Source: an optimization exercise on an open RTL-to-GDS flow (aim: small area and a short achievable clock period). Production flows keep margins and buffers that such runs may drop.
Where RTL was checked, it was by simulation tests only, not by an equivalence proof against the original.
Power is estimated from default activity; no workload was simulated.

==> flow/design.v <==
module fpadder( input [15:0] A_59, input [15:0] B_59, input clk_59, input rst_59, output [15:0] C_59);
function [1:0] cmp_gt;   
  input [14:0] a, b;
  reg [15:0] G, E;
  integer i, k;
  begin
    G = {1'b0, a & ~b};
    E = {1'b1, ~((a & ~b) | (~a & b))};
    for (k = 1; k < 16; k = k * 2)
      for (i = 0; i + k < 16; i = i + 2 * k) begin
        G[i] = G[i + k] | (E[i + k] & G[i]);
        E[i] = E[i + k] & E[i];
      end
    cmp_gt = {G[0], E[0]};
  end
endfunction
wire [1:0] c15 = cmp_gt(A_59[14:0], B_59[14:0]);
wire [1:0] c5  = cmp_gt({10'd0, A_59[14:10]}, {10'd0, B_59[14:10]});
wire       zero = ~|{A_59, B_59};
wire [4:0] dab = A_59[14:10] - B_59[14:10];
wire [4:0] dba = B_59[14:10] - A_59[14:10];
wire [4:0] d   = c5[1] ? dab : dba;
reg        agb1, sa1, sb1;
reg [4:0]  e1;
reg [9:0]  fa1, fb1;
reg [3:0]  sh1;
always @(posedge clk_59) begin
  agb1 <= c15[1];
  sa1  <= A_59[15];
  sb1  <= B_59[15];
  e1   <= c5[1] ? A_59[14:10] : B_59[14:10];
  fa1  <= A_59[9:0];
  fb1  <= B_59[9:0];
  sh1  <= d[3:0] | {4{d[4] | zero}};
end
wire [9:0]  fs  = agb1 ? fb1 : fa1;
wire        sub = sa1 ^ sb1;
wire [10:0] y   = ({1'b1, fs} >> sh1) ^ {11{sub}};
reg        s2, sub2;
reg [4:0]  e2;
reg [9:0]  fg2;
reg [10:0] y2;
always @(posedge clk_59) begin
  s2   <= agb1 ? sa1 : sb1;
  sub2 <= sub;
  e2   <= e1;
  fg2  <= agb1 ? fa1 : fb1;
  y2   <= y;
end
wire [11:0] S = {2'b01, fg2} + {sub2, y2} + {11'd0, sub2};
reg        s3;
reg [4:0]  e3;
reg [11:0] S3;
always @(posedge clk_59) begin
  s3 <= s2; e3 <= e2; S3 <= S;
end
reg [3:0] m3;
always @(*) begin
  casez (S3[11:1])
    11'b1??????????: m3 = 4'd0;
    11'b01?????????: m3 = 4'd1;
    11'b001????????: m3 = 4'd2;
    11'b0001???????: m3 = 4'd3;
    11'b00001??????: m3 = 4'd4;
    11'b000001?????: m3 = 4'd5;
    11'b0000001????: m3 = 4'd6;
    11'b00000001???: m3 = 4'd7;
    11'b000000001??: m3 = 4'd8;
    11'b0000000001?: m3 = 4'd9;
    11'b00000000001: m3 = 4'd10;
    default:         m3 = 4'd1;
  endcase
end
wire [11:0] sl = S3 << {m3[3:1], 1'b0};
reg        s4, ma4, mb4;
reg [4:0]  e4;
reg [10:0] tn4;
always @(posedge clk_59) begin
  s4  <= s3;
  e4  <= e3 + 5'd1 - {1'b0, m3};
  ma4 <= m3[0];
  mb4 <= ~m3[0];
  tn4 <= ~sl[10:0];
end
wire [9:0] fo;
assign fo[4:0] = ~(ma4 ? tn4[4:0] : tn4[5:1]);
assign fo[9:5] = ~(mb4 ? tn4[10:6] : tn4[9:5]);
assign C_59 = {s4, e4, fo};
endmodule
clock: 3.8 ns
lec_check: 0
abc_area: 1
cap_margin: 20
core_margin: 2
core_utilization: 40
setup_slack_margin: 1.9
slew_margin: 20
standard.sh (not shown) runs the stock make flow with config.mk's settings and CLKGATE_MAP_FILE= SYNTH_SCRIPT=/design/flow/synth_recipe.tcl, a recipe that flattens the netlist after the stock synthesis.
==> flow/flow/run.sh <==
#!/bin/bash
# Standard layout, but ports buffered with plain buffers instead of delay cells,
# and adders left to ABC instead of being extracted into full/half-adder cells.
set -euo pipefail
export BUFFER_PORTS_ARGS="-buffer_cell sky130_fd_sc_hd__buf_2"
export ADDER_MAP_FILE=
bash standard.sh > standard_flow.log 2>&1
Next try:
--- a/flow/design.v
+++ b/flow/design.v
@@ -1,6 +1,6 @@
-module fpadder( input [15:0] A_59, input [15:0] B_59, input clk_59, input rst_59, output [15:0] C_59);
+module fpadder( input [15:0] A_59, input [15:0] B_59, input clk_59, input rst_59, output reg [15:0] C_59);
 function [1:0] cmp_gt;   
   input [14:0] a, b;
   reg [15:0] G, E;
   integer i, k;
   begin
@@ -46,44 +46,36 @@
   e2   <= e1;
   fg2  <= agb1 ? fa1 : fb1;
   y2   <= y;
 end
 wire [11:0] S = {2'b01, fg2} + {sub2, y2} + {11'd0, sub2};
+reg [3:0] m;
+always @(*) begin
+  casez (S[11:1])
+    11'b1??????????: m = 4'd0;
+    11'b01?????????: m = 4'd1;
+    11'b001????????: m = 4'd2;
+    11'b0001???????: m = 4'd3;
+    11'b00001??????: m = 4'd4;
+    11'b000001?????: m = 4'd5;
+    11'b0000001????: m = 4'd6;
+    11'b00000001???: m = 4'd7;
+    11'b000000001??: m = 4'd8;
+    11'b0000000001?: m = 4'd9;
+    11'b00000000001: m = 4'd10;
+    default:         m = 4'd1;
+  endcase
+end
 reg        s3;
 reg [4:0]  e3;
 reg [11:0] S3;
+reg [3:0]  m3;
 always @(posedge clk_59) begin
-  s3 <= s2; e3 <= e2; S3 <= S;
+  s3 <= s2; e3 <= e2; S3 <= S; m3 <= m;
 end
-reg [3:0] m3;
-always @(*) begin
-  casez (S3[11:1])
-    11'b1??????????: m3 = 4'd0;
-    11'b01?????????: m3 = 4'd1;
-    11'b001????????: m3 = 4'd2;
-    11'b0001???????: m3 = 4'd3;
-    11'b00001??????: m3 = 4'd4;
-    11'b000001?????: m3 = 4'd5;
-    11'b0000001????: m3 = 4'd6;
-    11'b00000001???: m3 = 4'd7;
-    11'b000000001??: m3 = 4'd8;
-    11'b0000000001?: m3 = 4'd9;
-    11'b00000000001: m3 = 4'd10;
-    default:         m3 = 4'd1;
-  endcase
+wire [11:0] sl = S3 << m3;
+always @(posedge clk_59) begin
+  C_59[15]    <= s3;
+  C_59[14:10] <= e3 + 5'd1 - {1'b0, m3};
+  C_59[9:0]   <= sl[10:1];
 end
-wire [11:0] sl = S3 << {m3[3:1], 1'b0};
-reg        s4, ma4, mb4;
-reg [4:0]  e4;
-reg [10:0] tn4;
-always @(posedge clk_59) begin
-  s4  <= s3;
-  e4  <= e3 + 5'd1 - {1'b0, m3};
-  ma4 <= m3[0];
-  mb4 <= ~m3[0];
-  tn4 <= ~sl[10:0];
-end
-wire [9:0] fo;
-assign fo[4:0] = ~(ma4 ? tn4[4:0] : tn4[5:1]);
-assign fo[9:5] = ~(mb4 ? tn4[10:6] : tn4[9:5]);
-assign C_59 = {s4, e4, fo};
 endmodule
Effect:
- total power went up slightly
- routed wire length came out higher by a little under a tenth
- die area is higher slightly
- sequential share of layout area came out lower by 1.3 points
- design area came out higher by a few percent
The RTL of the second run of this note was laid out without a check of its function.

[afterwards: timing with drivers on the ports]
No port has a modelled driver above. Below, the same layouts with a new extraction and two added sets of constraints. Step 1, drivers: a clkbuf_16 drives clk_59 and a buf_2 each remaining input, both assumed. Step 2, shift: input delay + t, output delay - t, t = (earliest + latest rising clock arrival at the registers) / 2. This alone moves slack from input paths to output paths. Three values: ideal ports, drivers, drivers and shift; two values: the first two.
run	t (ns)	slack for setup (ns)	latest minus earliest clock arrival (ns)
the first run	0.368	1.971 / 1.933 / 1.697	0.006 / 0.007
the second run	0.370	1.978 / 1.978 / 1.663	0.009 / 0.009
After both steps setup and hold are still met in every run listed. For the second run, which loses most, drivers alone change the setup slack by 0.000 ns; drivers and shift together by -0.315 ns.
